This is an optimization exercise on Yosys and OpenROAD, whose aim is small area, not a production implementation.
In this exercise RTL edits were held to simulation tests only and were not proved equivalent to the original.
No activity file was given, so power comes from the tool's default toggle rates.

==> flow/design.v <==
module fifo_one_clk (rst, clk, write_data, write_req, read_req,
                     fifo_empty, fifo_full, more10, head, top, ovf_write, ovf_read, ovf_alloc);
input         rst, clk;
input  [7:0]  write_data;
input         write_req;    
input         read_req;     
output        fifo_empty, fifo_full;
output        more10;       
output [7:0]  head;         
output [7:0]  top;          
output        ovf_write;    
output        ovf_read;     
output        ovf_alloc;    
reg [79:0]  mem;
reg [3:0]   cnt;
assign fifo_empty = (cnt == 4'd0);
assign fifo_full  = (cnt == 4'd15);
wire write_to_fifo = write_req & !fifo_full;
wire eq10 = (cnt == 4'd10);
assign more10 = (cnt > 4'd10);
always @(posedge clk or negedge rst)
	if (!rst)
		cnt <= 4'd0;
	else if (write_to_fifo & !read_req)
		cnt <= cnt + 4'd1;
	else if (read_req & !write_to_fifo)
		cnt <= cnt - 4'd1;
assign ovf_write = write_to_fifo & (more10 | (eq10 & !read_req));
assign ovf_read  = read_req & more10;
assign ovf_alloc = write_to_fifo & eq10 & !read_req;
always @(posedge clk)
	if (write_to_fifo)
		mem <= {mem[71:0], write_data};
assign top = mem[72 +: 8];
reg [7:0] rd;
integer k;
always @(*) begin
	rd = 8'd0;
	for (k = 0; k < 10; k = k + 1)
		rd = rd | (mem[k*8 +: 8] & {8{cnt == k + 1}});
end
assign head = rd;
endmodule
module switch(rst,clk,write_data_0, write_data_1,dest_0,dest_1,write_req_0, write_req_1,
data_ack_0, data_ack_1, read_data_0, read_data_1,read_data_valid_0, read_data_valid_1,source_add_0, source_add_1,
 configuration_address,configuration_data,configuration_data_valid);
input               rst,clk;
input       [7:0]   write_data_0, write_data_1;
input       [2:0]   dest_0, dest_1;
input               write_req_0, write_req_1;
output reg          data_ack_0, data_ack_1;
output reg  [7:0]   read_data_0, read_data_1;
output reg          read_data_valid_0, read_data_valid_1;
output reg          source_add_0, source_add_1;
input       [3:0]   configuration_address;
input       [7:0]   configuration_data;
input               configuration_data_valid;
reg [7:0] map;
reg       strict_rount, prioritized;
reg       last_read_out_0, last_read_out_1;
wire fifo_dest_0 = map[dest_0];
wire fifo_dest_1 = map[dest_1];
wire [3:0] empty, full, more10, rd, wreq, ovf_write, ovf_read, ovf_alloc;
wire [7:0] head0, head1, head2, head3;
wire [7:0] top0, top1, top2, top3;
assign wreq[0] = write_req_0 & !fifo_dest_0;
assign wreq[1] = write_req_0 &  fifo_dest_0;
assign wreq[2] = write_req_1 & !fifo_dest_1;
assign wreq[3] = write_req_1 &  fifo_dest_1;
always @(posedge clk or negedge rst)
	if (!rst) begin
		map          <= 8'b1111_0000;
		strict_rount <= 1'b1;
		prioritized  <= 1'b0;
	end else if (configuration_data_valid)
		case (configuration_address)
			0 : map <= configuration_data;
			1: {strict_rount, prioritized} <= configuration_data[1:0];
		endcase
always @(posedge clk or negedge rst)
	if (!rst) begin
		data_ack_0 <= 1'b0;
		data_ack_1 <= 1'b0;
	end else begin
		data_ack_0 <= write_req_0 & !(fifo_dest_0 ? full[1] : full[0]);
		data_ack_1 <= write_req_1 & !(fifo_dest_1 ? full[3] : full[2]);
	end
wire next_0 = strict_rount ? prioritized : !last_read_out_0;
wire next_1 = strict_rount ? prioritized : !last_read_out_1;
assign rd[0] = !empty[0] & (empty[2] | !next_0);
assign rd[2] = !empty[2] & (empty[0] |  next_0);
assign rd[1] = !empty[1] & (empty[3] | !next_1);
assign rd[3] = !empty[3] & (empty[1] |  next_1);
always @(posedge clk or negedge rst)
	if (!rst) begin
		read_data_valid_0 <= 1'b0;
		read_data_valid_1 <= 1'b0;
		last_read_out_0   <= 1'b0;
		last_read_out_1   <= 1'b0;
	end else begin
		read_data_valid_0 <= rd[0] | rd[2];
		read_data_valid_1 <= rd[1] | rd[3];
		if (read_data_valid_0) last_read_out_0 <= source_add_0;
		if (read_data_valid_1) last_read_out_1 <= source_add_1;
	end
reg  [39:0] mem_a, mem_b;
reg  [2:0]  cnt_a, cnt_b;
reg  [1:0]  own_a, own_b;
wire        busy_a = (cnt_a != 3'd0);
wire        busy_b = (cnt_b != 3'd0);
wire [3:0] grant_a, grant_b;
assign grant_a[0] = ovf_alloc[0] & !busy_a;
assign grant_a[1] = ovf_alloc[1] & !busy_a & !ovf_alloc[0];
assign grant_a[2] = ovf_alloc[2] & !busy_a & !(|ovf_alloc[1:0]);
assign grant_a[3] = ovf_alloc[3] & !busy_a & !(|ovf_alloc[2:0]);
assign grant_b    = ovf_alloc & ~grant_a;
wire [3:0] is_a = {busy_a & own_a == 2'd3, busy_a & own_a == 2'd2,
                   busy_a & own_a == 2'd1, busy_a & own_a == 2'd0};
wire [3:0] is_b = {busy_b & own_b == 2'd3, busy_b & own_b == 2'd2,
                   busy_b & own_b == 2'd1, busy_b & own_b == 2'd0};
wire [3:0] wr_a_q = ovf_write & (is_a | grant_a);
wire [3:0] wr_b_q = ovf_write & (is_b | grant_b);
wire wr_a = |wr_a_q;
wire wr_b = |wr_b_q;
wire rd_a = |(ovf_read & is_a);
wire rd_b = |(ovf_read & is_b);
reg [7:0] wd_a, wd_b;
always @(*) begin
	case (busy_a ? own_a : {grant_a[3] | grant_a[2], grant_a[3] | grant_a[1]})
		2'd0: wd_a = top0;
		2'd1: wd_a = top1;
		2'd2: wd_a = top2;
		default: wd_a = top3;
	endcase
	case (busy_b ? own_b : {grant_b[3] | grant_b[2], grant_b[3] | grant_b[1]})
		2'd0: wd_b = top0;
		2'd1: wd_b = top1;
		2'd2: wd_b = top2;
		default: wd_b = top3;
	endcase
end
always @(posedge clk or negedge rst)
	if (!rst) begin
		cnt_a <= 3'd0;
		cnt_b <= 3'd0;
	end else begin
		if (wr_a & !rd_a) cnt_a <= cnt_a + 3'd1;
		else if (rd_a & !wr_a) cnt_a <= cnt_a - 3'd1;
		if (wr_b & !rd_b) cnt_b <= cnt_b + 3'd1;
		else if (rd_b & !wr_b) cnt_b <= cnt_b - 3'd1;
	end
always @(posedge clk) begin
	if (|grant_a) own_a <= {grant_a[3] | grant_a[2], grant_a[3] | grant_a[1]};
	if (|grant_b) own_b <= {grant_b[3] | grant_b[2], grant_b[3] | grant_b[1]};
	if (wr_a) mem_a <= {mem_a[31:0], wd_a};
	if (wr_b) mem_b <= {mem_b[31:0], wd_b};
end
reg [7:0] head_a, head_b;
integer k;
always @(*) begin
	head_a = 8'd0;
	head_b = 8'd0;
	for (k = 0; k < 5; k = k + 1) begin
		head_a = head_a | (mem_a[k*8 +: 8] & {8{cnt_a == k + 1}});
		head_b = head_b | (mem_b[k*8 +: 8] & {8{cnt_b == k + 1}});
	end
end
wire [3:0] rd_p  = rd & ~more10;
wire       rd_a0 = rd_a & !own_a[0];
wire       rd_a1 = rd_a &  own_a[0];
wire       rd_b0 = rd_b & !own_b[0];
wire       rd_b1 = rd_b &  own_b[0];
always @(posedge clk) begin
	source_add_0 <= rd[2];
	source_add_1 <= rd[3];
	read_data_0  <= (head0 & {8{rd_p[0]}}) | (head2 & {8{rd_p[2]}}) |
	                (head_a & {8{rd_a0}}) | (head_b & {8{rd_b0}});
	read_data_1  <= (head1 & {8{rd_p[1]}}) | (head3 & {8{rd_p[3]}}) |
	                (head_a & {8{rd_a1}}) | (head_b & {8{rd_b1}});
end
fifo_one_clk FIFO_IN0_OUT0 (.rst(rst), .clk(clk), .write_data(write_data_0),
	.write_req(wreq[0]), .read_req(rd[0]),
	.fifo_empty(empty[0]), .fifo_full(full[0]), .more10(more10[0]), .head(head0), .top(top0),
	.ovf_write(ovf_write[0]), .ovf_read(ovf_read[0]), .ovf_alloc(ovf_alloc[0]));
fifo_one_clk FIFO_IN0_OUT1 (.rst(rst), .clk(clk), .write_data(write_data_0),
	.write_req(wreq[1]), .read_req(rd[1]),
	.fifo_empty(empty[1]), .fifo_full(full[1]), .more10(more10[1]), .head(head1), .top(top1),
	.ovf_write(ovf_write[1]), .ovf_read(ovf_read[1]), .ovf_alloc(ovf_alloc[1]));
fifo_one_clk FIFO_IN1_OUT0 (.rst(rst), .clk(clk), .write_data(write_data_1),
	.write_req(wreq[2]), .read_req(rd[2]),
	.fifo_empty(empty[2]), .fifo_full(full[2]), .more10(more10[2]), .head(head2), .top(top2),
	.ovf_write(ovf_write[2]), .ovf_read(ovf_read[2]), .ovf_alloc(ovf_alloc[2]));
fifo_one_clk FIFO_IN1_OUT1 (.rst(rst), .clk(clk), .write_data(write_data_1),
	.write_req(wreq[3]), .read_req(rd[3]),
	.fifo_empty(empty[3]), .fifo_full(full[3]), .more10(more10[3]), .head(head3), .top(top3),
	.ovf_write(ovf_write[3]), .ovf_read(ovf_read[3]), .ovf_alloc(ovf_alloc[3]));
endmodule
==> flow/flow/run.sh <==
#!/bin/bash
# Standard ORFS layout with area-oriented tweaks:
#  - clock tree without dummy loads, from small clock buffers
#  - port buffers of the smallest buffer cell
#  - power (and so area) recovery after global routing
export CTS_ARGS="-sink_clustering_enable -repair_clock_nets -dont_use_dummy_load -sink_clustering_size 30 -sink_clustering_max_diameter 80"
export BUFFER_PORTS_ARGS="-buffer_cell sky130_fd_sc_hd__buf_1"
#export RECOVER_POWER=100
bash standard.sh > standard.log 2>&1
==> flow/standard.sh <==
#!/bin/bash
# synth_recipe.tcl (not shown) runs the flow's synth.tcl, then flattens the netlist and writes it again
# the make line also repeats each setting of config.mk as NAME=value (left out here)
make -C /OpenROAD-flow-scripts/flow DESIGN_CONFIG=/design/flow/config.mk WORK_HOME=/design/flow/orfs CLKGATE_MAP_FILE= SYNTH_SCRIPT=/design/flow/synth_recipe.tcl "${@:-finish}"
==> flow/config.mk <==
export PLATFORM = sky130hd
export DESIGN_NAME = switch
export DESIGN_NICKNAME = switch
export VERILOG_FILES = /design/flow/design.v
export SDC_FILE = /design/flow/constraint.sdc
export NUM_CORES = 4
export LEC_CHECK = 0
export CAP_MARGIN = 20
export CORE_MARGIN = 2
export CORE_UTILIZATION = 40
export SLEW_MARGIN = 20
==> flow/constraint.sdc <==
create_clock -name core_clock -period 5.0 [get_ports {clk}]
set_input_delay 1.0000 -clock core_clock [delete_from_list [all_inputs] [get_ports {clk}]]
set_output_delay 1.0000 -clock core_clock [all_outputs]
set_load 0.01 [all_outputs]
==> notes.md, run 1 <==
share of final-layout standard cells stronger than drive strength 1 - 10.7%
number of antenna violations at the first check in global routing - 2
delay-heaviest family, CP - simple AND/OR/NAND/NOR gates
clock insertion delay at the later pin of the skew report - 0.60 ns
Std-Cell Core Area - 0.0474 sq mm
final weighted congestion of routability-driven global placement - 0.913
Setup Viol. Count Final - 0
power density cells - 580 mW/mm^2
critical path, cell by cell - inv_1 > ha_1 > nor3b_2 > or4_4 > a21o_4 > nand3_1 > o21ai_4 > mux2i_1 > o211ai_1 > buf_4
count of flip-flops with a built-in enable after synthesis - 404
flip-flop cell with the highest count after synthesis - sky130_fd_sc_hd__edfxtp_1
Flop pwr share - 46.8%
busiest grt layer - met2
number of routed nets with antenna violations - 0
switching share of power - 37.2%
transition time at the pin with the least slew margin - 1.06 ns
DRC violation total after the first TritonRoute iteration - 1596
worst-case setup margin in the final layout - 0.983 ns
Slew Limit Headroom - 29.3%
IO buf count - 60
count of yosys warnings during synthesis - 2
Critical R2R Capture - mem_a[36]
max-cap violation count - 0
critical path data arrival time - 4.22 ns
Core Util, Final - 43.7%
number of clock sinks - 460
cell-internal power - 7.56 mW
Final #Nets - 1357
number of nets produced by synthesis - 1307
Worst Path Max Fanout - 40
master of the slowest instance on the critical path - sky130_fd_sc_hd__nor3b_2
Std-Cell Rows - 80
setup total negative slack - 0 ns
largest cells by area after synthesis - sky130_fd_sc_hd__edfxtp_1 64%, sky130_fd_sc_hd__dfrtp_1 4.3%, sky130_fd_sc_hd__a222oi_1 2.6%
via count of the first global-routing pass - 10800
growth of design area from synthesis to finish - 8.78%
vias after detailed routing - 11100
largest area contributor in the synthesized netlist - sky130_fd_sc_hd__edfxtp_1
RSZ-0062 raised after global routing - no
top-level port count - 61
flop-to-flop setup slack - 0.98 ns
final worst path period need - 4.02 ns
startpoint types - flop
leakage power - 6.92 nW
die outline area - 0.0494 sq mm
Max rail drop VDD - 0.000321 V
DR DRC count - 0
crit path kind - flop to flop
DP Worst Slack - 0.977 ns
worst reg-to-reg path cell count - 10
relative contribution of combinational cells to total power - 35.4%
count of buffers added by post-CTS timing repair for setup - 0
CTS tree - yes
maximum level of the CTS H-tree - 1
die outline width - 222 um
outcome - complete, no violations
Total GRT Usage - 17.8%
f_max - 249 MHz
hold violation total from the final report - 0
post-synthesis register bit count - 460
overflow left after global routing - 0
Worst EP required - 5.20 ns
logic depth of the worst setup path including buffers - 10
number of library cell types mapped by synthesis - 76
routed length per instance - 23.9 um
kind of end point of the critical path - flop
post-synth design cell area - 0.0191 sq mm
fraction of synthesis flops using an asynchronous set or reset pin - 8.26%
Final Max Slew Viols - 0
Critical Path Start - FIFO_IN1_OUT0.cnt[1]
buffer type at the clock tree root - sky130_fd_sc_hd__clkbuf_16
buffers plus inverters on the worst setup path - 2
Mean Syn Cell Area - 15.5 sq um
sequential area share after synthesis - 70.5%
period utilisation layout - 80.3%
overall die height - 222 um
number of buffers between clock root and the deepest sink - 3
global-route wire length before repair - 68.1 mm
largest net degree at the start of global routing - 83
Post-Synthesis Cells - 1230
Initial Util - 40.2%
met1 Use GR - 25.5%
clock transition time at the flip-flop clock pins of the worst setup and hold paths - 0.11 ns
switching power of the nets - 4.48 mW
area fraction of the dominant cell type after synthesis - 63.6%
maximum clock skew at final layout - 0.0681 ns
TritonCTS buffer count - 27
post-cts repair resize count - 0
Final Routed Wirelength - 45.3 mm
source of the worst register-to-register timing path - FIFO_IN1_OUT0.cnt[1]
Hold Crit Class - flop to flop
via count normalized by instance count - 5.87
number of buffers inserted for hold repair after clock tree synthesis - 0
iteration count of the initial detailed-routing pass - 7
met3 track demand over resource in global routing - 2.78%
worst setup path endpoint - mem_a[36]
final hold slack - 0.393 ns
beginning of the worst hold path - FIFO_IN1_OUT0.mem[15]
fraction of power consumed by the clock network - 17.8%
met2 usage in global routing - 28.4%
detailed-placement wirelength estimate - 30.6 mm
critical path's largest stage delay - 0.54 ns
## power groups by stage
stage | clock network, mW | registers (mW) | logic [mW]
6_report | 2.14 | 5.64 | 4.26
5_1_grt | 2.31 | 5.73 | 4.62
4_1_cts | 2.19 | 5.64 | 4.25
3_5_place_dp | 0 | 5.72 | 4.24
3_3_place_gp | 0 | 5.69 | 4.21
2_1_floorplan | 0 | 5.45 | 2.93
## Yosys cell counts, drive strengths merged, types with 8 or more instances
library cell,n
o22ai,18
inv,23
a21oi,32
a22oi,57
ha,38
a221oi,18
a221o,10
nor2b,31
dfrtp,33
nor2,40
edfxtp,404
o21ai,37
buf,14
a222oi,50
dfxtp,18
nor3,10
nand2,75
a22o,31
clkbuf,54
mux2i,39
a211oi,12
mux2,38
nand3,24
a31oi,13
xor2,14
mux4,8
## worst min path at each step
stage                                  endpoint  slack, ns  depth (start not counted)
after floorplan           FIFO_IN0_OUT1.mem[57]       0.42                          0
after global placement    FIFO_IN1_OUT0.mem[53]       0.42                          0
after detailed placement  FIFO_IN1_OUT0.mem[21]       0.43                          0
after CTS                 FIFO_IN1_OUT0.mem[23]       0.40                          0
after global routing                  mem_a[17]       0.42                          0
final                     FIFO_IN1_OUT0.mem[23]       0.39                          0
## logic make-up after synthesis
kind of cell / count (synthesis) / synth area share (%)
AOI/OAI and AO/OA: 314 / 12.9
xor gates and xnor gates: 20 / 0.918
adders and majority gates: 39 / 2.55
buffers and inverters: 92 / 1.92
DFF: 460 / 70.5
muxes: 85 / 5.23
and+or+nand+nor: 220 / 5.92
## through the flow
step | power (mW) | cells | area, sq um
2_1_floorplan | 8.38 | 1230 | 19100
3_3_place_gp | 9.89 | 1866 | 20100
3_5_place_dp | 9.96 | 1866 | 20100
4_1_cts | 12.1 | 1893 | 20700
5_1_grt | 12.7 | 1894 | 20700
6_report | 12.0 | 1895 | 20700
## layout make-up
| type | instances | area (sq um) |
|---|---|---|
| Fill cell | 4196 | 26700 |
| Clock buffer | 27 | 676 |
| Sequential cell | 460 | 13400 |
| Tap cell | 615 | 769 |
| Antenna cell | 2 | 5.00 |
| Timing Repair Buffer | 89 | 444 |
| Inverter | 24 | 90.1 |
| Multi-Input combinational cell | 678 | 5310 |
## flip-flops by register name (all words and copies together) (netlist names), 3 cells and up
| name | count |
|---|---|
| FIFO_IN1_OUT1.cnt | 4 |
| FIFO_IN1_OUT0.cnt | 4 |
| mem_a | 40 |
| FIFO_IN0_OUT1.mem | 80 |
| mem_b | 40 |
| read_data_1 | 8 |
| cnt_b | 3 |
| read_data_0 | 8 |
| FIFO_IN1_OUT1.mem | 80 |
| FIFO_IN0_OUT1.cnt | 4 |
| FIFO_IN0_OUT0.mem | 80 |
| cnt_a | 3 |
| FIFO_IN0_OUT0.cnt | 4 |
| FIFO_IN1_OUT0.mem | 80 |
| map | 8 |
## cell usage in the layout, fill, tap and decap left out, drive strengths merged, types with 4 or more instances in the layout
cell and count:
a211o 5, a211oi 12, a21oi 32, a221o 10
a221oi 18, a222oi 50, a22o 31, a22oi 57
a311oi 4, a31oi 13, buf 88, clkbuf 28
dfrtp 33, dfstp 5, dfxtp 18, edfxtp 404
ha 38, inv 23, mux2 38, mux2i 39
mux4 8, nand2 75, nand2b 4, nand3 24
nand4 7, nor2 40, nor2b 31, nor3 10
nor3b 7, o211ai 4, o21a 5, o21ai 37
o22ai 18, or4 5, xnor2 6, xor2 14
## layer usage
layer | vias to the layer above | part of all wire [%]
met1 | 5640 | 44
met3 | 68 | 6.4
li1 | 5034 | -
met4 | 0 | 2.5
met2 | 391 | 47
met5 | - | 0
==> run 2, diff against run 1 <==
==> flow/flow/run.sh (replaced) <==
#!/bin/bash
# Standard ORFS layout with area-oriented tweaks:
#  - clock tree without dummy loads, from small clock buffers
#  - port buffers of the smallest buffer cell
#  - power (and so area) recovery after global routing
export CTS_ARGS="-sink_clustering_enable -repair_clock_nets -dont_use_dummy_load -buf_list sky130_fd_sc_hd__clkbuf_8 -sink_clustering_size 20 -sink_clustering_max_diameter 60"
export BUFFER_PORTS_ARGS="-buffer_cell sky130_fd_sc_hd__buf_1"
#export RECOVER_POWER=100
bash standard.sh > standard.log 2>&1
==> notes.md, run 2 <==
hold violation total from the final report - 0
overall power - 11.7 mW
clock insertion delay at the later pin of the skew report - 0.65 ns
number of library cell types mapped by synthesis - 76
Final Routed Wirelength - 45.6 mm
iteration count of the initial detailed-routing pass - 6
Std-Cell Core Area - 0.0474 sq mm
largest net degree at the start of global routing - 83
via count normalized by instance count - 5.85
Worst EP required - 5.20 ns
Total GRT Usage - 18.2%
Std-Cell Rows - 80
sequential area share after synthesis - 70.5%
crit path kind - flop to flop
critical path data arrival time - 4.25 ns
Setup Viol. Count Final - 0
Worst Path Max Fanout - 40
TritonCTS buffer count - 36
global-route wire length before repair - 68.4 mm
count of buffers added by post-CTS timing repair for setup - 0
period utilisation layout - 80.9%
CTS tree - yes
cell-internal power - 7.25 mW
top post-synthesis cells by count - 404 x sky130_fd_sc_hd__edfxtp_1, 74 x sky130_fd_sc_hd__nand2_1, 56 x sky130_fd_sc_hd__a22oi_1
Hold Crit Class - flop to flop
top library cells by usage in the layout, fill and taps aside - 404 x sky130_fd_sc_hd__edfxtp_1, 74 x sky130_fd_sc_hd__nand2_1, 59 x sky130_fd_sc_hd__buf_1
switching power of the nets - 4.46 mW
overflow left after global routing - 0
growth of design area from synthesis to finish - 7.83%
die outline width - 222 um
Core Util, Final - 43.3%
die outline area - 0.0494 sq mm
Final Max Slew Viols - 0
number of buffers between clock root and the deepest sink - 3
outcome - complete, no violations
largest area contributor in the synthesized netlist - sky130_fd_sc_hd__edfxtp_1
post-synthesis register bit count - 460
area fraction of the dominant cell type after synthesis - 63.6%
leakage power - 6.85 nW
RSZ-0062 raised after global routing - no
post-synth design cell area - 0.0191 sq mm
flip-flop cell with the highest count after synthesis - sky130_fd_sc_hd__edfxtp_1
post-cts repair resize count - 0
transition time at the pin with the least slew margin - 1.05 ns
count of yosys warnings during synthesis - 2
Mean Syn Cell Area - 15.5 sq um
number of buffers inserted for hold repair after clock tree synthesis - 0
fraction of synthesis flops using an asynchronous set or reset pin - 8.26%
Post-Synthesis Cells - 1230
number of clock sinks - 460
buffer type at the clock tree root - sky130_fd_sc_hd__clkbuf_8
routed length per instance - 24.0 um
number of antenna violations at the first check in global routing - 1
final weighted congestion of routability-driven global placement - 0.913
Initial Util - 40.2%
number of nets produced by synthesis - 1307
startpoint types - flop
overall die height - 222 um
worst-case setup margin in the final layout - 0.955 ns
clock transition time at the flip-flop clock pins of the worst setup and hold paths - 0.11 ns
IO buf count - 60
number of routed nets with antenna violations - 0
detailed-placement wirelength estimate - 30.6 mm
power density cells - 569 mW/mm^2
DP Worst Slack - 0.977 ns
maximum clock skew at final layout - 0.0904 ns
Max rail drop VDD - 0.000191 V
count of flip-flops with a built-in enable after synthesis - 404
largest cells by area after synthesis - sky130_fd_sc_hd__edfxtp_1 64%, sky130_fd_sc_hd__dfrtp_1 4.3%, sky130_fd_sc_hd__a222oi_1 2.6%
switching share of power - 38.1%
top-level port count - 61
relative contribution of combinational cells to total power - 36.4%
DR DRC count - 0
max-cap violation count - 0
f_max - 247 MHz
fraction of power consumed by the clock network - 15.5%
most frequently used cell type in the post-synthesis netlist - sky130_fd_sc_hd__edfxtp_1
maximum level of the CTS H-tree - 2
most common cell after layout, fill and taps aside - sky130_fd_sc_hd__edfxtp_1
final worst path period need - 4.04 ns
Slew Limit Headroom - 30.0%
Flop pwr share - 48.1%
vias after detailed routing - 11100
Final #Nets - 1366
via count of the first global-routing pass - 10900
kind of end point of the critical path - flop
DRC violation total after the first TritonRoute iteration - 1597
share of final-layout standard cells stronger than drive strength 1 - 11.3%
## run 2: cell count changes in the layout (fill, tap and decap cells not counted), sizes merged
cell    previous run  this run
clkbuf            28        37
## run 2: final timing paths
| path | to | slack [ns] | cells past startpoint | from |
|---|---|---|---|---|
| worst max-delay path | mem_a[36] | 0.96 | 10 | FIFO_IN1_OUT0.cnt[1] |
| worst min-delay path | mem_a[20] | 0.40 | 0 | mem_a[12] |
| worst max register to register | mem_a[36] | 0.96 | 10 | FIFO_IN1_OUT0.cnt[1] |
| worst min register to register | mem_a[20] | 0.40 | 0 | mem_a[12] |
| max in group asynchronous | cnt_a[2] | 4.04 | 2 | rst |
| min in group asynchronous | FIFO_IN1_OUT1.cnt[3] | 0.44 | 2 | rst |
## run 2: cell families after synthesis
kind of cell    share of synthesized area (%)
xor+xnor                                0.918
mux                                      5.23
compound gates                           12.9
simple gates                             5.92
fa+ha+maj                                2.55
buf+inv                                  1.92
flops                                    70.5
## run 2: layout make-up
| class | instances | area, sq um |
|---|---|---|
| flip-flops and latches | 460 | 13400 |
| repair buffers | 89 | 444 |
| fillers | 4225 | 26900 |
| clock buffers | 36 | 495 |
| multi-input cells | 678 | 5310 |
| diodes | 2 | 5.00 |
| well taps | 615 | 769 |
| inverters | 24 | 90.1 |
## run 2: power by group through the flow
stage,Clock (mW),Sequential (mW),Combinational (mW)
after global placement,0,5.69,4.21
after CTS,1.88,5.64,4.25
after floorplan,0,5.45,2.93
after detailed placement,0,5.72,4.24
final,1.82,5.63,4.26
after global routing,1.99,5.72,4.61
## run 2: routing by layer
metal  global-route usage [%]  up-vias  wire length, um
met2                     28.3      416            21200
met3                     2.62       73             2890
li1                         -     5032                -
met1                     25.9     5625            20100
met5                        0        -                0
met4                     6.82        0             1440
## run 2: per-stage QoR
| stage | hold slack, ns | std cells | area [sq um] | setup TNS [ns] |
|---|---|---|---|---|
| global placement | 0.424 | 1866 | 20100 | 0 |
| floorplan | 0.420 | 1230 | 19100 | -1.31 |
| detailed placement | 0.431 | 1866 | 20100 | 0 |
| finish | 0.402 | 1904 | 20600 | 0 |
| global route | 0.397 | 1903 | 20600 | 0 |
| CTS | 0.393 | 1902 | 20600 | 0 |
## run 2: worst max-delay path: stages, from the launching register on
cell,delay (ns)
sky130_fd_sc_hd__dfrtp_1,0.47
sky130_fd_sc_hd__inv_1,0.16
sky130_fd_sc_hd__ha_1,0.49
sky130_fd_sc_hd__nor3b_2,0.54
sky130_fd_sc_hd__or4_4,0.24
sky130_fd_sc_hd__a21o_4,0.11
sky130_fd_sc_hd__nand3_1,0.21
sky130_fd_sc_hd__o21ai_4,0.46
sky130_fd_sc_hd__mux2i_1,0.14
sky130_fd_sc_hd__o211ai_1,0.29
sky130_fd_sc_hd__buf_4,0.53
==> run 3, diff against run 2 <==
==> flow/flow/run.sh (replaced) <==
#!/bin/bash
# ORFS layout as the standard.sh does it, with these changes:
#  - synthesis maps the logic with an area-oriented ABC script
#  - clock tree without dummy loads, from larger sink clusters
#  - port buffers of the smallest buffer cell
# Each tool's output is in standard.log and in the ORFS logs under orfs/logs.
set -e
export AREA_ABC_SCRIPT=$PWD/flow/area.abc
export FLOW_SYNTH_TCL=$PWD/synth_recipe.tcl
export CTS_ARGS="-sink_clustering_enable -repair_clock_nets -dont_use_dummy_load -buf_list sky130_fd_sc_hd__clkbuf_8 -sink_clustering_size 16 -sink_clustering_max_diameter 50"
export BUFFER_PORTS_ARGS="-buffer_cell sky130_fd_sc_hd__buf_1"
sed "s#SYNTH_SCRIPT=[^ ]*#SYNTH_SCRIPT=$PWD/flow/synth_abc.tcl#" standard.sh > standard_area.sh
bash standard_area.sh > standard.log 2>&1
==> flow/flow/area.abc (new file) <==
&get -n
&st
&dch
&nf -R 1000 -p
&put
topo
==> flow/flow/synth_abc.tcl (new file) <==
# The standard synthesis script, with Yosys's abc pass given an
# area-oriented ABC script (flow/area.abc) in place of ORFS's speed script.
# Only the combinational mapping changes; the registers are the same.
proc abc {args} {
  set i [lsearch $args -script]
  if {$i >= 0} { lset args [expr {$i+1}] $::env(AREA_ABC_SCRIPT) }
  puts "abc: $args"
  yosys abc {*}$args
}
source $::env(FLOW_SYNTH_TCL)
==> notes.md, run 3 <==
Final Routed Wirelength - 41.3 mm
crit path kind - input pin to flop
DR DRC count - 0
period utilisation layout - 82.1%
f_max - 244 MHz
DRC violation total after the first TritonRoute iteration - 1475
leakage power - 6.55 nW
number of nets produced by synthesis - 1208
clock insertion delay at the later pin of the skew report - 0.65 ns
iteration count of the initial detailed-routing pass - 7
flip-flop cell with the highest count after synthesis - sky130_fd_sc_hd__edfxtp_1
post-synthesis register bit count - 460
vias after detailed routing - 10500
overall die height - 216 um
Std-Cell Rows - 77
kind of end point of the critical path - flop
via count normalized by instance count - 5.72
startpoint types - input pin
switching power of the nets - 4.08 mW
Mean Syn Cell Area - 15.9 sq um
global-route wire length before repair - 62.2 mm
top-level port count - 61
Final #Nets - 1328
count of buffers added by post-CTS timing repair for setup - 0
largest net degree at the start of global routing - 83
IO buf count - 60
outcome - complete, no violations
power density cells - 576 mW/mm^2
top library cells by usage in the layout, fill and taps aside - 404 x sky130_fd_sc_hd__edfxtp_1, 164 x sky130_fd_sc_hd__nand2_1, 89 x sky130_fd_sc_hd__a222oi_1
cell-internal power - 7.30 mW
Flop pwr share - 50.8%
post-synth design cell area - 0.0180 sq mm
final worst path period need - 4.10 ns
overflow left after global routing - 0
final hold slack - 0.404 ns
critical path data arrival time - 4.33 ns
clock transition time at the flip-flop clock pins of the worst setup and hold paths - 0.08 ns
max-cap violation count - 0
switching share of power - 35.9%
Final Max Slew Viols - 0
sequential area share after synthesis - 74.8%
Setup Viol. Count Final - 0
final weighted congestion of routability-driven global placement - 0.895
Max rail drop VDD - 0.000262 V
RSZ-0062 raised after global routing - no
count of yosys warnings during synthesis - 2
critical path, cell by cell - buf_1 > mux4_2 > mux2i_1 > nand3_1 > clkinv_4 > nand3_1 > nand2_1 > or3_1 > o21ai_0 > nand2b_1 > nor2_1 > a221oi_1 > nand2_2 > buf_4
largest cells by area after synthesis - sky130_fd_sc_hd__edfxtp_1 67%, sky130_fd_sc_hd__a222oi_1 5.0%, sky130_fd_sc_hd__dfrtp_1 4.6%
Worst EP required - 5.23 ns
master of the slowest instance on the critical path - sky130_fd_sc_hd__mux4_2
Slew Limit Headroom - 31.0%
maximum clock skew at final layout - 0.0669 ns
routed length per instance - 22.4 um
hold violation total from the final report - 0
fraction of synthesis flops using an asynchronous set or reset pin - 8.26%
number of buffers between clock root and the deepest sink - 3
number of routed nets with antenna violations - 0
most frequently used cell type in the post-synthesis netlist - sky130_fd_sc_hd__edfxtp_1
number of buffers inserted for hold repair after clock tree synthesis - 0
most frequent cell on the critical path - sky130_fd_sc_hd__nand3_1
number of clock sinks - 460
die outline width - 216 um
die outline area - 0.0467 sq mm
via count of the first global-routing pass - 10200
Total GRT Usage - 17.5%
growth of design area from synthesis to finish - 9.72%
number of library cell types mapped by synthesis - 40
critical path's largest stage delay - 0.51 ns
Post-Synthesis Cells - 1131
transition time at the pin with the least slew margin - 1.03 ns
relative contribution of combinational cells to total power - 31.7%
maximum level of the CTS H-tree - 2
top post-synthesis cells by count - 404 x sky130_fd_sc_hd__edfxtp_1, 165 x sky130_fd_sc_hd__nand2_1, 89 x sky130_fd_sc_hd__a222oi_1
Std-Cell Core Area - 0.0443 sq mm
count of flip-flops with a built-in enable after synthesis - 404
fraction of power consumed by the clock network - 17.5%
Hold Crit Class - flop to flop
largest area contributor in the synthesized netlist - sky130_fd_sc_hd__edfxtp_1
post-cts repair resize count - 0
TritonCTS buffer count - 45
detailed-placement wirelength estimate - 28.8 mm
Initial Util - 40.6%
filler instances - 3981
share of final-layout standard cells stronger than drive strength 1 - 6.24%
most common cell after layout, fill and taps aside - sky130_fd_sc_hd__edfxtp_1
Worst Path Max Fanout - 40
buffer type at the clock tree root - sky130_fd_sc_hd__clkbuf_8
CTS tree - yes
area fraction of the dominant cell type after synthesis - 67.4%
number of antenna violations at the first check in global routing - 1
overall power - 11.4 mW
run 3: power groups by stage:
stage	clock network [mW]	logic (mW)	registers (mW)
3_3_place_gp	0	3.57	5.83
2_1_floorplan	0	2.32	5.67
6_report	1.99	3.61	5.78
3_5_place_dp	0	3.61	5.86
4_1_cts	2.06	3.62	5.78
5_1_grt	2.18	3.95	5.88
run 3: worst max-delay path, delay by kind of cell:
| kind | cells | cell delay, ns |
|---|---|---|
| AND/OR/NAND/NOR | 7 | 1.56 |
| buffers and inverters | 3 | 0.66 |
| AO/OA/AOI/OAI | 2 | 0.30 |
| multiplexers | 2 | 0.79 |
run 3: per-stage QoR:
stage                     worst slack (ns)  std cells  util (%)  instance area, sq um  TNS [ns]
after floorplan                   -0.00475       1131         -                 18000  -0.00950
after global placement               0.415       1795      43.1                 19100         0
after CTS                             1.03       1841      44.5                 19700         0
final                                0.897       1842      44.5                 19700         0
after detailed placement             0.367       1796      43.1                 19100         0
after global routing                 0.598       1841      44.5                 19700         0
run 3: layer usage:
layer	wire length, um	track usage, %
met4	1070	6.10
met3	2530	2.84
met5	11	0
met1	19200	25.8
met2	18500	26.5
run 3: path summary, 6_finish.rpt:
check	startpoint	endpoint	slack (ns)	depth (start not counted)
min reg2reg	mem_b[24]	mem_b[32]	0.40	0
max	dest_0[0]	mem_a[29]	0.90	14
min in group asynchronous	rst	prioritized	0.44	2
max reg2reg	FIFO_IN1_OUT1.cnt[2]	mem_a[29]	1.01	12
min	mem_b[24]	mem_b[32]	0.40	0
max in group asynchronous	rst	cnt_b[0]	4.10	2
run 3: cell type report:
cell class	count	area [sq um]	area share, %
antenna	1	2.50	0.0127
clock buffer	45	619	3.14
inverter	27	136	0.691
multi-input combinational	644	4470	22.6
sequential	460	13400	68.1
tap	592	741	3.75
timing repair buffer	73	322	1.63
run 3: cells by family (layout without fill, tap and decap cells):
kind of cell | count (synthesis) | in the layout | synth area share [%]
AOI/OAI and AO/OA | 227 | 227 | 10.5
xor gates and xnor gates | 22 | 22 | 1.07
adders and majority gates | 38 | 38 | 2.64
buffers and inverters | 27 | 145 | 0.563
DFF | 460 | 460 | 74.8
muxes | 20 | 20 | 1.48
other | 0 | 1 | 0
and+or+nand+nor | 337 | 337 | 8.93
==> run 4, diff against run 3 <==
==> flow/flow/area.abc (replaced) <==
&get -n
&st
&dch
&nf -R 1000 -p
&st
&syn2
&dch
&nf -R 1000 -p
&st
&dch
&nf -R 1000 -p
&put
buffer -c
topo
stime -c
upsize -c
dnsize -c
==> notes.md, run 4 <==
buffers plus inverters on the worst setup path - 2
sequential area share after synthesis - 73.0%
number of antenna violations at the first check in global routing - 1
Final #Nets - 1291
crit path kind - flop to flop
worst-case setup margin in the final layout - 1.01 ns
iteration count of the initial detailed-routing pass - 6
final weighted congestion of routability-driven global placement - 0.900
startpoint types - flop
number of clock sinks - 460
die outline width - 219 um
filler instances - 4001
critical path, cell by cell - inv_1 > ha_1 > a31oi_1 > nand3_2 > nand3_2 > nor2_2 > nand2_1 > a31oi_1 > buf_4 > a21oi_1 > o21ai_1 > nand3_4 > ha_4 > nor2b_1 > a21oi_1 > o21ai_0
area fraction of the dominant cell type after synthesis - 65.9%
Max rail drop VDD - 0.000187 V
post-synthesis register bit count - 460
master of the slowest instance on the critical path - sky130_fd_sc_hd__ha_1
growth of design area from synthesis to finish - 7.90%
via count normalized by instance count - 5.94
Final Max Slew Viols - 0
Post-Synthesis Cells - 1160
Initial Util - 40.6%
Core Util, Final - 43.8%
transition time at the pin with the least slew margin - 1.07 ns
maximum clock skew at final layout - 0.0677 ns
CTS tree - yes
critical path's largest stage delay - 0.57 ns
most frequently used cell type in the post-synthesis netlist - sky130_fd_sc_hd__edfxtp_1
global-route wire length before repair - 67.2 mm
final instance count without filler cells - 1813
IO buf count - 60
f_max - 251 MHz
post-cts repair resize count - 0
leakage power - 6.39 nW
routed length per instance - 25.2 um
DR DRC count - 0
clock insertion delay at the later pin of the skew report - 0.65 ns
Std-Cell Core Area - 0.0454 sq mm
Slew Limit Headroom - 28.7%
Worst Path Max Fanout - 30
Setup Viol. Count Final - 0
TritonCTS buffer count - 44
count of buffers added by post-CTS timing repair for setup - 0
clock transition time at the flip-flop clock pins of the worst setup and hold paths - 0.10 ns
vias after detailed routing - 10800
Total GRT Usage - 19.0%
final worst path period need - 3.99 ns
final hold slack - 0.404 ns
Placed Instances - 1768
post-route standard cell area excluding fillers - 0.0199 sq mm
overall power - 11.4 mW
flip-flop cell with the highest count after synthesis - sky130_fd_sc_hd__edfxtp_1
most common cell after layout, fill and taps aside - sky130_fd_sc_hd__edfxtp_1
Worst EP required - 5.48 ns
Mean Syn Cell Area - 15.9 sq um
count of flip-flops with a built-in enable after synthesis - 404
number of buffers inserted for hold repair after clock tree synthesis - 0
maximum level of the CTS H-tree - 2
kind of end point of the critical path - flop
max-cap violation count - 0
detailed-placement wirelength estimate - 31.2 mm
outcome - complete, no violations
share of final-layout standard cells stronger than drive strength 1 - 8.42%
overflow left after global routing - 0
DP Worst Slack - 0.509 ns
critical path data arrival time - 4.47 ns
largest area contributor in the synthesized netlist - sky130_fd_sc_hd__edfxtp_1
overall die height - 219 um
fraction of synthesis flops using an asynchronous set or reset pin - 8.26%
post-place instance area - 0.0193 sq mm
number of nets produced by synthesis - 1237
buffer type at the clock tree root - sky130_fd_sc_hd__clkbuf_8
Final Routed Wirelength - 45.7 mm
Std-Cell Rows - 78
period utilisation layout - 79.8%
post-synth design cell area - 0.0184 sq mm
largest cells by area after synthesis - sky130_fd_sc_hd__edfxtp_1 66%, sky130_fd_sc_hd__dfrtp_1 4.5%, sky130_fd_sc_hd__a222oi_1 4.0%
Hold Crit Class - flop to flop
top-level port count - 61
top post-synthesis cells by count - 404 x sky130_fd_sc_hd__edfxtp_1, 74 x sky130_fd_sc_hd__a222oi_1, 65 x sky130_fd_sc_hd__o21ai_0
number of buffers between clock root and the deepest sink - 3
number of routed nets with antenna violations - 0
DRC violation total after the first TritonRoute iteration - 1516
largest net degree at the start of global routing - 83
RSZ-0062 raised after global routing - no
setup total negative slack - 0 ns
hold violation total from the final report - 0
number of library cell types mapped by synthesis - 66
die outline area - 0.0478 sq mm
top library cells by usage in the layout, fill and taps aside - 404 x sky130_fd_sc_hd__edfxtp_1, 74 x sky130_fd_sc_hd__a222oi_1, 64 x sky130_fd_sc_hd__nor2_1
power density cells - 573 mW/mm^2
count of yosys warnings during synthesis - 2
via count of the first global-routing pass - 10200
delay-heaviest family, CP - simple AND/OR/NAND/NOR gates
-- run 4: cell count changes in the layout (fill, tap and decap cells not counted), moves of 18 or more --
| cell | change |
|---|---|
| sky130_fd_sc_hd__nor2_1 | +36 |
| sky130_fd_sc_hd__and2_0 | -40 |
| sky130_fd_sc_hd__a22oi_1 | -22 |
| sky130_fd_sc_hd__and2_1 | +34 |
| sky130_fd_sc_hd__a22o_1 | +18 |
| sky130_fd_sc_hd__a31oi_1 | +29 |
| sky130_fd_sc_hd__o21ai_0 | +39 |
| sky130_fd_sc_hd__nand2_1 | -141 |
| sky130_fd_sc_hd__a21boi_0 | +22 |
| sky130_fd_sc_hd__a21oi_1 | +18 |
| sky130_fd_sc_hd__a221o_1 | -24 |
| sky130_fd_sc_hd__clkinv_1 | -23 |
-- run 4: worst register-to-register path, stage by stage, from the launching register on --
cell and delay (ns):
sky130_fd_sc_hd__dfrtp_1 0.43, sky130_fd_sc_hd__inv_1 0.19, sky130_fd_sc_hd__ha_1 0.57, sky130_fd_sc_hd__a31oi_1 0.35, sky130_fd_sc_hd__nand3_2 0.21, sky130_fd_sc_hd__nand3_2 0.17
sky130_fd_sc_hd__nor2_2 0.19, sky130_fd_sc_hd__nand2_1 0.09, sky130_fd_sc_hd__a31oi_1 0.14, sky130_fd_sc_hd__buf_4 0.21, sky130_fd_sc_hd__a21oi_1 0.08, sky130_fd_sc_hd__o21ai_1 0.15
sky130_fd_sc_hd__nand3_4 0.39, sky130_fd_sc_hd__ha_4 0.35, sky130_fd_sc_hd__nor2b_1 0.13, sky130_fd_sc_hd__a21oi_1 0.10, sky130_fd_sc_hd__o21ai_0 0.08
-- run 4: metal layers --
layer / up-vias / routed length (um) / GRT usage (%)
li1: 4757 / - / -
met1: 5431 / 19800 / 27.1
met2: 486 / 20500 / 28.3
met3: 92 / 3580 / 3.81
met4: 0 / 1740 / 8.30
met5: - / 0 / 0
-- run 4: layout make-up --
type                    instances  area, sq um  area share, %
well taps                     600          751           3.78
flip-flops and latches        460        13400           67.7
multi-input cells             618         4680           23.6
diodes                          1         2.50         0.0126
repair buffers                 69          294           1.48
clock buffers                  44          606           3.05
inverters                      21         85.1          0.428
-- run 4: cell families (layout without fill, tap and decap cells) --
logic type               after synthesis  in the layout  synth area share, %
multiplexers                          23             23                 2.15
other                                  0              1                    0
buffers and inverters                 82            134                 1.75
XOR/XNOR                              20             20                0.951
flip-flops                           460            460                 73.0
adder cells (fa/ha/maj)               38             38                 2.58
AO/OA/AOI/OAI                        337            337                 13.7
AND/OR/NAND/NOR                      200            200                 5.86
-- run 4: worst paths after layout --
path	to	from	slack [ns]	cells past startpoint
min in group asynchronous	cnt_b[2]	rst	0.53	1
min reg2reg	mem_a[8]	mem_a[0]	0.40	0
min	mem_a[8]	mem_a[0]	0.40	0
max reg2reg	cnt_a[2]	FIFO_IN1_OUT0.cnt[1]	1.01	16
max	cnt_a[2]	FIFO_IN1_OUT0.cnt[1]	1.01	16
max in group asynchronous	FIFO_IN0_OUT1.cnt[3]	rst	3.81	1
-- run 4: power breakdown --
part / switching [mW] / internal, mW / total [mW]
clock: 1.20 / 0.785 / 1.99
combinational: 2.42 / 1.19 / 3.61
sequential: 0.542 / 5.24 / 5.79
==> run 5, diff against run 4 <==
--- a/flow/design.v
+++ b/flow/design.v
@@ -18,13 +18,16 @@
 wire write_to_fifo = write_req & !fifo_full;
 wire eq10 = (cnt == 4'd10);
 assign more10 = (cnt > 4'd10);
+wire [3:0] tg;
+assign tg[0] = write_to_fifo ^ read_req;
+assign tg[1] = tg[0] & (cnt[0] ~^ write_to_fifo);
+assign tg[2] = tg[1] & (cnt[1] ~^ write_to_fifo);
+assign tg[3] = tg[2] & (cnt[2] ~^ write_to_fifo);
 always @(posedge clk or negedge rst)
 	if (!rst)
 		cnt <= 4'd0;
-	else if (write_to_fifo & !read_req)
-		cnt <= cnt + 4'd1;
-	else if (read_req & !write_to_fifo)
-		cnt <= cnt - 4'd1;
+	else
+		cnt <= cnt ^ tg;
 assign ovf_write = write_to_fifo & (more10 | (eq10 & !read_req));
 assign ovf_read  = read_req & more10;
 assign ovf_alloc = write_to_fifo & eq10 & !read_req;
@@ -139,15 +142,20 @@
 		default: wd_b = top3;
 	endcase
 end
+wire [2:0] tg_a, tg_b;
+assign tg_a[0] = wr_a ^ rd_a;
+assign tg_a[1] = tg_a[0] & (cnt_a[0] ~^ wr_a);
+assign tg_a[2] = tg_a[1] & (cnt_a[1] ~^ wr_a);
+assign tg_b[0] = wr_b ^ rd_b;
+assign tg_b[1] = tg_b[0] & (cnt_b[0] ~^ wr_b);
+assign tg_b[2] = tg_b[1] & (cnt_b[1] ~^ wr_b);
 always @(posedge clk or negedge rst)
 	if (!rst) begin
 		cnt_a <= 3'd0;
 		cnt_b <= 3'd0;
 	end else begin
-		if (wr_a & !rd_a) cnt_a <= cnt_a + 3'd1;
-		else if (rd_a & !wr_a) cnt_a <= cnt_a - 3'd1;
-		if (wr_b & !rd_b) cnt_b <= cnt_b + 3'd1;
-		else if (rd_b & !wr_b) cnt_b <= cnt_b - 3'd1;
+		cnt_a <= cnt_a ^ tg_a;
+		cnt_b <= cnt_b ^ tg_b;
 	end
 always @(posedge clk) begin
 	if (|grant_a) own_a <= {grant_a[3] | grant_a[2], grant_a[3] | grant_a[1]};
==> flow/flow/area.abc (replaced) <==
&get -n
&st
&dch
&nf -R 1000 -p
&put
topo
==> notes.md, run 5 <==
crit path kind - input pin to flop
overall power - 11.2 mW
DR DRC count - 0
Mean Syn Cell Area - 15.9 sq um
top-level port count - 61
die outline area - 0.0455 sq mm
antenna cell count - 0
Hold Crit Class - flop to flop
IO buf count - 60
worst-case setup margin in the final layout - 0.984 ns
fraction of power consumed by the clock network - 17.2%
RSZ-0062 raised after global routing - no
buffer type at the clock tree root - sky130_fd_sc_hd__clkbuf_8
Core Util, Final - 45.1%
Final #Nets - 1286
hold violation total from the final report - 0
switching share of power - 36.2%
DP Worst Slack - 0.365 ns
Placed Instances - 1788
Flop pwr share - 52.6%
Final Max Slew Viols - 0
area fraction of the dominant cell type after synthesis - 69.2%
TritonCTS buffer count - 42
sequential area share after synthesis - 76.7%
post-synth design cell area - 0.0175 sq mm
post-synthesis register bit count - 460
final weighted congestion of routability-driven global placement - 0.914
post-place instance area - 0.0189 sq mm
count of buffers added by post-CTS timing repair for setup - 0
Worst Path Max Fanout - 40
top post-synthesis cells by count - 404 x sky130_fd_sc_hd__edfxtp_1, 132 x sky130_fd_sc_hd__nand2_1, 98 x sky130_fd_sc_hd__a222oi_1
Total GRT Usage - 19.2%
number of clock sinks - 460
detailed-placement wirelength estimate - 30.1 mm
number of library cell types mapped by synthesis - 38
period utilisation layout - 80.3%
via count of the first global-routing pass - 10500
global-route wire length before repair - 64.9 mm
relative contribution of combinational cells to total power - 30.2%
switching power of the nets - 4.06 mW
cell-internal power - 7.15 mW
beginning of the worst hold path - FIFO_IN0_OUT1.mem[69]
largest cells by area after synthesis - sky130_fd_sc_hd__edfxtp_1 69%, sky130_fd_sc_hd__a222oi_1 5.6%, sky130_fd_sc_hd__dfrtp_1 4.7%
clock transition time at the flip-flop clock pins of the worst setup and hold paths - 0.10 ns
Std-Cell Rows - 76
number of nets produced by synthesis - 1143
iteration count of the initial detailed-routing pass - 9
fraction of synthesis flops using an asynchronous set or reset pin - 8.26%
Worst EP required - 5.22 ns
final instance count without filler cells - 1830
flip-flop cell with the highest count after synthesis - sky130_fd_sc_hd__edfxtp_1
overflow left after global routing - 0
maximum clock skew at final layout - 0.0583 ns
most common cell after layout, fill and taps aside - sky130_fd_sc_hd__edfxtp_1
number of buffers between clock root and the deepest sink - 3
number of antenna violations at the first check in global routing - 0
final hold slack - 0.402 ns
growth of design area from synthesis to finish - 11.1%
f_max - 249 MHz
leakage power - 6.26 nW
Post-Synthesis Cells - 1104
clock insertion delay at the later pin of the skew report - 0.63 ns
DRC violation total after the first TritonRoute iteration - 1799
kind of end point of the critical path - flop
Std-Cell Core Area - 0.0432 sq mm
vias after detailed routing - 10700
power density cells - 576 mW/mm^2
outcome - complete, no violations
startpoint types - input pin
Critical Path Start - dest_1[0]
via count normalized by instance count - 5.84
final worst path period need - 4.02 ns
max-cap violation count - 0
largest net degree at the start of global routing - 84
die outline width - 213 um
maximum level of the CTS H-tree - 2
share of final-layout standard cells stronger than drive strength 1 - 9.08%
routed length per instance - 23.6 um
source of the worst register-to-register timing path - map[1]
count of flip-flops with a built-in enable after synthesis - 404
post-route standard cell area excluding fillers - 0.0195 sq mm
most frequently used cell type in the post-synthesis netlist - sky130_fd_sc_hd__edfxtp_1
Slew Limit Headroom - 25.8%
post-cts repair resize count - 0
number of routed nets with antenna violations - 0
transition time at the pin with the least slew margin - 1.10 ns
setup total negative slack - 0 ns
Initial Util - 40.6%
count of yosys warnings during synthesis - 2
top library cells by usage in the layout, fill and taps aside - 404 x sky130_fd_sc_hd__edfxtp_1, 130 x sky130_fd_sc_hd__nand2_1, 98 x sky130_fd_sc_hd__a222oi_1
number of buffers inserted for hold repair after clock tree synthesis - 0
CTS tree - yes
largest area contributor in the synthesized netlist - sky130_fd_sc_hd__edfxtp_1
Setup Viol. Count Final - 0
overall die height - 213 um
Max rail drop VDD - 0.000184 V
critical path data arrival time - 4.23 ns
Final Routed Wirelength - 43.3 mm
-- run 5: cell count changes after synthesis, sizes merged, moves of 24 or more --
cell,previous run,this run
a222oi,74,98
and3,2,31
ha,38,0
nand2,24,132
o21ai,70,23
nor3,12,44
a31oi,34,9
and2,36,4
a21oi,39,63
clkbuf,47,0
-- run 5: cells by family (layout without fill, tap and decap cells) --
logic type	Yosys count	count (layout)	synth area share [%]
DFF	460	460	76.7
and+or+nand+nor	344	344	9.33
AOI/OAI and AO/OA	244	244	10.8
xor gates and xnor gates	31	31	1.55
muxes	20	20	1.51
buffers and inverters	5	146	0.107
-- run 5: per-layer routing --
layer  routed length (um)  share of wire (%)  global-route usage [%]  vias up
li1                     -                  -                       -     4792
met1                18600                 43                    27.5     5333
met2                19300                 45                    28.8      474
met3                 3480                8.0                    3.34       88
met4                 1900                4.4                    9.03        0
met5                    0                  0                       0        -
-- run 5: worst paths after layout --
| path | slack (ns) | to | cells after the start |
|---|---|---|---|
| max in group asynchronous | 4.11 | FIFO_IN1_OUT1.cnt[1] | 2 |
| setup / recovery | 0.98 | mem_a[21] | 15 |
| hold / removal | 0.40 | FIFO_IN0_OUT1.mem[77] | 0 |
| min in group asynchronous | 0.44 | data_ack_0 | 2 |
| hold reg to reg | 0.40 | FIFO_IN0_OUT1.mem[77] | 0 |
| setup reg to reg | 1.20 | mem_a[21] | 13 |
-- run 5: final cells by class --
class | count | area (sq um)
Fill cell | 3829 | 23700
Sequential cell | 460 | 13400
Multi-Input combinational cell | 639 | 4160
Tap cell | 585 | 732
Clock buffer | 42 | 578
Timing Repair Buffer | 99 | 532
Inverter | 5 | 26.3
-- run 5: power groups by stage --
stage / clock [mW] / combinational [mW] / sequential (mW)
detailed placement: 0 / 3.34 / 5.97
global route: 2.13 / 3.65 / 6.01
finish: 1.93 / 3.39 / 5.90
floorplan: 0 / 2.02 / 5.78
global placement: 0 / 3.31 / 5.93
CTS: 1.99 / 3.35 / 5.90
-- run 5: critical path, stage by stage --
cell                       delay [ns]
sky130_fd_sc_hd__buf_1           0.16
sky130_fd_sc_hd__mux4_2          0.51
sky130_fd_sc_hd__mux2i_1         0.16
sky130_fd_sc_hd__buf_4           0.16
sky130_fd_sc_hd__nand3_1         0.15
sky130_fd_sc_hd__clkinv_2        0.10
sky130_fd_sc_hd__o21ai_0         0.21
sky130_fd_sc_hd__nor3_1          0.31
sky130_fd_sc_hd__buf_4           0.17
sky130_fd_sc_hd__nand3_1         0.11
sky130_fd_sc_hd__and2_1          0.25
sky130_fd_sc_hd__nand2_1         0.14
sky130_fd_sc_hd__o32ai_2         0.13
sky130_fd_sc_hd__nor3_4          0.26
sky130_fd_sc_hd__clkinv_4        0.36
==> run 6, diff against run 5 <==
--- a/flow/config.mk
+++ b/flow/config.mk
@@ -7,5 +7,6 @@
 export LEC_CHECK = 0
 export CAP_MARGIN = 20
 export CORE_MARGIN = 2
-export CORE_UTILIZATION = 40
+export CORE_UTILIZATION = 65
+export PLACE_DENSITY = 0.75
 export SLEW_MARGIN = 20
==> notes.md, run 6 <==
critical path data arrival time - 4.46 ns
post-synth design cell area - 0.0175 sq mm
top library cells by usage in the layout, fill and taps aside - 404 x sky130_fd_sc_hd__edfxtp_1, 130 x sky130_fd_sc_hd__nand2_1, 98 x sky130_fd_sc_hd__a222oi_1
Post-Synthesis Cells - 1104
clock transition time at the flip-flop clock pins of the worst setup and hold paths - 0.10 ns
overflow left after global routing - 0
transition time at the pin with the least slew margin - 1.25 ns
die outline area - 0.0283 sq mm
Worst Path Max Fanout - 84
final weighted congestion of routability-driven global placement - 0.906
growth of design area from synthesis to finish - 9.03%
Hold Crit Class - flop to flop
flip-flop cell with the highest count after synthesis - sky130_fd_sc_hd__edfxtp_1
post-cts repair resize count - 0
count of yosys warnings during synthesis - 2
final worst path period need - 4.01 ns
kind of end point of the critical path - flop
Max rail drop VDD - 0.000346 V
largest area contributor in the synthesized netlist - sky130_fd_sc_hd__edfxtp_1
buffer type at the clock tree root - sky130_fd_sc_hd__clkbuf_8
f_max - 249 MHz
maximum level of the CTS H-tree - 2
most frequently used cell type in the post-synthesis netlist - sky130_fd_sc_hd__edfxtp_1
RSZ-0062 raised after global routing - no
clock insertion delay at the later pin of the skew report - 0.57 ns
startpoint types - input pin
number of library cell types mapped by synthesis - 38
Total GRT Usage - 29.8%
antenna cell count - 0
overall power - 11.1 mW
worst-case setup margin in the final layout - 0.986 ns
hold violation total from the final report - 0
Final Routed Wirelength - 41.6 mm
share of final-layout standard cells stronger than drive strength 1 - 8.62%
CTS tree - yes
sequential area share after synthesis - 76.7%
fraction of synthesis flops using an asynchronous set or reset pin - 8.26%
DRC violation total after the first TritonRoute iteration - 1870
count of flip-flops with a built-in enable after synthesis - 404
via count of the first global-routing pass - 10300
IO buf count - 60
outcome - complete, no violations
Slew Limit Headroom - 16.1%
Final Max Slew Viols - 0
TritonCTS buffer count - 39
top post-synthesis cells by count - 404 x sky130_fd_sc_hd__edfxtp_1, 132 x sky130_fd_sc_hd__nand2_1, 98 x sky130_fd_sc_hd__a222oi_1
Worst EP required - 5.45 ns
number of buffers inserted for hold repair after clock tree synthesis - 0
overall die height - 168 um
Initial Util - 65.6%
vias after detailed routing - 10900
largest net degree at the start of global routing - 85
maximum clock skew at final layout - 0.0413 ns
DP Worst Slack - 0.419 ns
Final #Nets - 1283
via count normalized by instance count - 6.91
number of buffers between clock root and the deepest sink - 3
number of nets produced by synthesis - 1143
number of clock sinks - 460
detailed-placement wirelength estimate - 29.2 mm
Mean Syn Cell Area - 15.9 sq um
DR DRC count - 0
die outline width - 168 um
crit path kind - input pin to flop
leakage power - 6.23 nW
Std-Cell Core Area - 0.0267 sq mm
power density cells - 580 mW/mm^2
number of routed nets with antenna violations - 0
post-synthesis register bit count - 460
routed length per instance - 26.3 um
number of antenna violations at the first check in global routing - 0
global-route wire length before repair - 62.8 mm
most common cell after layout, fill and taps aside - sky130_fd_sc_hd__edfxtp_1
count of buffers added by post-CTS timing repair for setup - 0
area fraction of the dominant cell type after synthesis - 69.2%
Setup Viol. Count Final - 0
largest cells by area after synthesis - sky130_fd_sc_hd__edfxtp_1 69%, sky130_fd_sc_hd__a222oi_1 5.6%, sky130_fd_sc_hd__dfrtp_1 4.7%
iteration count of the initial detailed-routing pass - 9
Std-Cell Rows - 60
max-cap violation count - 0
top-level port count - 61
period utilisation layout - 80.3%
## run 6: logic make-up after synthesis
group | share of synthesized area (%)
buffers and inverters | 0.107
XOR/XNOR | 1.55
flip-flops | 76.7
AND/OR/NAND/NOR | 9.33
multiplexers | 1.51
AO/OA/AOI/OAI | 10.8
## run 6: final cells by class
| class | instances | area (sq um) |
|---|---|---|
| Clock buffer | 39 | 537 |
| Fill cell | 1762 | 7610 |
| Inverter | 5 | 26.3 |
| Multi-Input combinational cell | 639 | 4150 |
| Sequential cell | 460 | 13400 |
| Tap cell | 341 | 427 |
| Timing Repair Buffer | 99 | 529 |
## run 6: layer usage
metal / wire, um / global-route usage, %
met1: 17300 / 45.8
met2: 18400 / 43.4
met3: 4200 / 5.08
met4: 1770 / 11.5
met5: 0 / 0
## run 6: report_power, final
group | total, mW | internal [mW] | switching [mW]
logic | 3.39 | 1.14 | 2.24
clock network | 1.81 | 0.700 | 1.11
registers | 5.89 | 5.26 | 0.627
## run 6: worst max-delay path: stages
cell and delay, ns:
sky130_fd_sc_hd__buf_1 0.15, sky130_fd_sc_hd__mux4_2 0.51, sky130_fd_sc_hd__mux2i_1 0.27, sky130_fd_sc_hd__nand2_1 0.14, sky130_fd_sc_hd__a41oi_4 0.19, sky130_fd_sc_hd__buf_4 0.82
sky130_fd_sc_hd__a21oi_1 0.29, sky130_fd_sc_hd__nor4_1 0.25, sky130_fd_sc_hd__nor4_1 0.08, sky130_fd_sc_hd__nand3b_1 0.22, sky130_fd_sc_hd__nand2b_1 0.18, sky130_fd_sc_hd__or3_1 0.12
sky130_fd_sc_hd__o21ai_0 0.10, sky130_fd_sc_hd__xor2_1 0.15
## run 6: final timing paths
check,from,end,slack [ns],cells after the start
setup / recovery,dest_0[0],cnt_b[2],0.99,14
hold / removal,FIFO_IN0_OUT0.mem[23],FIFO_IN0_OUT0.mem[31],0.42,0
setup reg to reg,map[2],cnt_b[2],1.24,13
hold reg to reg,FIFO_IN0_OUT0.mem[23],FIFO_IN0_OUT0.mem[31],0.42,0
max in group asynchronous,rst,cnt_b[0],3.83,1
min in group asynchronous,rst,last_read_out_1,0.56,1
## run 6: metrics by stage
stage	TNS, ns	instance area (sq um)	util (%)	hold WS [ns]	cells
after floorplan	-55.42	17600	-	0.425	1104
after global placement	0	18600	69.4	0.428	1543
after detailed placement	0	18600	69.4	0.434	1543
after CTS	0	19100	71.5	0.421	1582
after global routing	0	19100	71.5	0.433	1583
final	0	19100	71.5	0.419	1583
==> run 7, diff against run 6 <==
--- a/flow/config.mk
+++ b/flow/config.mk
@@ -5,8 +5,8 @@
 export SDC_FILE = /design/flow/constraint.sdc
 export NUM_CORES = 4
 export LEC_CHECK = 0
-export CAP_MARGIN = 20
+export CAP_MARGIN = 0
 export CORE_MARGIN = 2
 export CORE_UTILIZATION = 65
 export PLACE_DENSITY = 0.75
-export SLEW_MARGIN = 20
+export SLEW_MARGIN = 0
==> notes.md, run 7 <==
largest net degree at the start of global routing - 85
critical path data arrival time - 4.43 ns
clock transition time at the flip-flop clock pins of the worst setup and hold paths - 0.10 ns
via count of the first global-routing pass - 10300
die outline width - 168 um
fraction of synthesis flops using an asynchronous set or reset pin - 8.26%
top-level port count - 61
count of yosys warnings during synthesis - 2
number of buffers inserted for hold repair after clock tree synthesis - 0
share of final-layout standard cells stronger than drive strength 1 - 8.30%
flip-flop cell with the highest count after synthesis - sky130_fd_sc_hd__edfxtp_1
f_max - 251 MHz
max-cap violation count - 0
beginning of the worst hold path - FIFO_IN1_OUT0.mem[70]
count of buffers added by post-CTS timing repair for setup - 0
Placed Instances - 1543
maximum level of the CTS H-tree - 2
via count normalized by instance count - 6.91
worst min-delay path endpoint - FIFO_IN1_OUT0.mem[78]
global-route wire length before repair - 62.8 mm
post-cts repair resize count - 0
crit path kind - input pin to flop
transition time at the pin with the least slew margin - 1.29 ns
number of buffers between clock root and the deepest sink - 3
largest cells by area after synthesis - sky130_fd_sc_hd__edfxtp_1 69%, sky130_fd_sc_hd__a222oi_1 5.6%, sky130_fd_sc_hd__dfrtp_1 4.7%
DRC violation total after the first TritonRoute iteration - 1888
Total GRT Usage - 29.8%
flop-to-flop setup slack - 1.22 ns
Std-Cell Rows - 60
TritonCTS buffer count - 39
top library cells by usage in the layout, fill and taps aside - 404 x sky130_fd_sc_hd__edfxtp_1, 130 x sky130_fd_sc_hd__nand2_1, 98 x sky130_fd_sc_hd__a222oi_1
area of combinational cells with multiple inputs - 0.00413 sq mm
Mean Syn Cell Area - 15.9 sq um
worst reg-to-reg path cell count - 10
sequential area share after synthesis - 76.7%
power density cells - 580 mW/mm^2
final worst path period need - 3.99 ns
final weighted congestion of routability-driven global placement - 0.906
maximum clock skew at final layout - 0.0397 ns
startpoint types - input pin
Post-Synthesis Cells - 1104
top post-synthesis cells by count - 404 x sky130_fd_sc_hd__edfxtp_1, 132 x sky130_fd_sc_hd__nand2_1, 98 x sky130_fd_sc_hd__a222oi_1
Final Max Slew Viols - 0
filler instances - 1764
Hold Crit Class - flop to flop
DP Worst Slack - 0.419 ns
area fraction of the dominant cell type after synthesis - 69.2%
hold violation total from the final report - 0
Slew Limit Headroom - 13.3%
number of library cell types mapped by synthesis - 38
leakage power - 6.22 nW
number of antenna violations at the first check in global routing - 0
IO buf count - 60
most common cell after layout, fill and taps aside - sky130_fd_sc_hd__edfxtp_1
post-synthesis register bit count - 460
overall die height - 168 um
Final #Nets - 1282
sequential cell area in the final layout - 0.0134 sq mm
post-place instance area - 0.0186 sq mm
iteration count of the initial detailed-routing pass - 12
Final Routed Wirelength - 41.6 mm
post-synth design cell area - 0.0175 sq mm
Critical R2R Capture - read_data_1[3]
overflow left after global routing - 0
detailed-placement wirelength estimate - 29.2 mm
post-route standard cell area excluding fillers - 0.0191 sq mm
outcome - complete, no violations
buffer type at the clock tree root - sky130_fd_sc_hd__clkbuf_8
kind of end point of the critical path - flop
CTS tree - yes
number of clock sinks - 460
Worst Path Max Fanout - 84
period utilisation layout - 79.8%
RSZ-0062 raised after global routing - no
DR DRC count - 0
clock insertion delay at the later pin of the skew report - 0.56 ns
Max rail drop VDD - 0.000345 V
most frequently used cell type in the post-synthesis netlist - sky130_fd_sc_hd__edfxtp_1
count of flip-flops with a built-in enable after synthesis - 404
source of the worst register-to-register timing path - FIFO_IN0_OUT0.cnt[2]
Setup Viol. Count Final - 0
number of routed nets with antenna violations - 0
Worst Hold Depth - 0
Core Util, Final - 71.5%
die outline area - 0.0283 sq mm
routed length per instance - 26.3 um
largest area contributor in the synthesized netlist - sky130_fd_sc_hd__edfxtp_1
antenna cell count - 0
vias after detailed routing - 10900
Worst EP required - 5.44 ns
Std-Cell Core Area - 0.0267 sq mm
final instance count without filler cells - 1582
worst-case setup margin in the final layout - 1.01 ns
number of nets produced by synthesis - 1143
growth of design area from synthesis to finish - 8.91%
Initial Util - 65.6%
## run 7: cell counts after synthesis
No cell type changed its count.
## run 7: critical path, cell delays in order
cell and delay (ns):
sky130_fd_sc_hd__buf_1 0.15, sky130_fd_sc_hd__mux4_2 0.51, sky130_fd_sc_hd__mux2i_1 0.27, sky130_fd_sc_hd__nand2_1 0.14, sky130_fd_sc_hd__a41oi_4 0.19, sky130_fd_sc_hd__buf_4 0.80
sky130_fd_sc_hd__a21oi_1 0.29, sky130_fd_sc_hd__nor4_1 0.25, sky130_fd_sc_hd__nor4_1 0.08, sky130_fd_sc_hd__nand3b_1 0.21, sky130_fd_sc_hd__nand2b_1 0.18, sky130_fd_sc_hd__or3_1 0.12
sky130_fd_sc_hd__o21ai_0 0.09, sky130_fd_sc_hd__xor2_1 0.15
## run 7: cell type report
cell class,count,share of cell area [%]
inverter,5,0.138
sequential,460,70.4
multi-input combinational,639,21.6
tap,341,2.23
timing repair buffer,98,2.75
clock buffer,39,2.81
## run 7: routing by layer
metal,part of all wire (%),global-route usage [%]
met4,4.4,11.5
met5,0,0
met3,10,5.08
met2,44,43.4
met1,41,45.8
## run 7: cells by family (layout without fill, tap and decap cells)
family / after synthesis / after routing / share of synthesized area, %
multiplexers: 20 / 20 / 1.51
AND/OR/NAND/NOR: 344 / 344 / 9.33
AO/OA/AOI/OAI: 244 / 244 / 10.8
flip-flops: 460 / 460 / 76.7
XOR/XNOR: 31 / 31 / 1.55
buffers and inverters: 5 / 142 / 0.107
## run 7: how the worst max path moves through the flow
stage,from,endpoint,slack [ns],cells past startpoint
6_report,dest_0[0],cnt_b[2],1.01,14
5_1_grt,dest_0[0],cnt_b[2],0.68,14
4_1_cts,dest_1[0],mem_a[5],1.03,13
3_5_place_dp,dest_0[0],cnt_b[2],0.42,14
3_3_place_gp,dest_0[0],cnt_b[2],0.52,14
2_1_floorplan,dest_0[0],cnt_b[2],-1.04,15
## run 7: where the power goes
group	switching, mW	total (mW)	internal (mW)
sequential	0.621	5.89	5.26
combinational	2.24	3.38	1.14
clock	1.11	1.81	0.700
## run 7: through the flow
| step | hold WS (ns) | TNS (ns) | total power [mW] |
|---|---|---|---|
| final | 0.422 | 0 | 11.1 |
| after global routing | 0.433 | 0 | 11.6 |
| after CTS | 0.421 | 0 | 11.0 |
| after detailed placement | 0.434 | 0 | 9.27 |
| after global placement | 0.428 | 0 | 9.17 |
| after floorplan | 0.425 | -55.42 | 7.80 |

## separate check: timing with driven ports
How much do the figures lean on ideal ports? The routed layouts below were timed once more, with nothing changed but the port constraints. Step 1, drivers: a clkbuf_16 drives clk and a buf_2 each remaining input, both assumed. Step 2 adds t to the input delays and takes it off the output delays; t is the mean of the earliest and latest rising clock arrival at the registers after step 1. Input paths then give back, and output paths get back, about the clock's delay inside the block. Slacks: no drivers / after step 1 / after step 2; pairs: no drivers / after step 1.
run | t, ns | slack for setup (ns) | worst setup path at the end | slew at the worst register clock pin (ns)
run 1 | 0.623 | 0.983 / 0.983 / 0.899 | input to register | 0.11 / 0.11
run 2 | 0.660 | 0.955 / 0.955 / 0.884 | input to register | 0.12 / 0.12
run 3 | 0.665 | 0.897 / 0.921 / 0.256 | input to register | 0.10 / 0.10
run 4 | 0.662 | 1.009 / 1.009 / 0.446 | input to register | 0.10 / 0.10
run 5 | 0.651 | 0.984 / 1.007 / 0.356 | input to register | 0.10 / 0.10
run 6 | 0.597 | 0.986 / 1.008 / 0.411 | input to register | 0.10 / 0.10
run 7 | 0.595 | 1.009 / 1.031 / 0.436 | input to register | 0.10 / 0.10
After both steps every run listed still meets setup and hold. For run 3, which loses most, drivers alone change the setup slack by +0.024 ns; drivers and shift together by -0.641 ns.
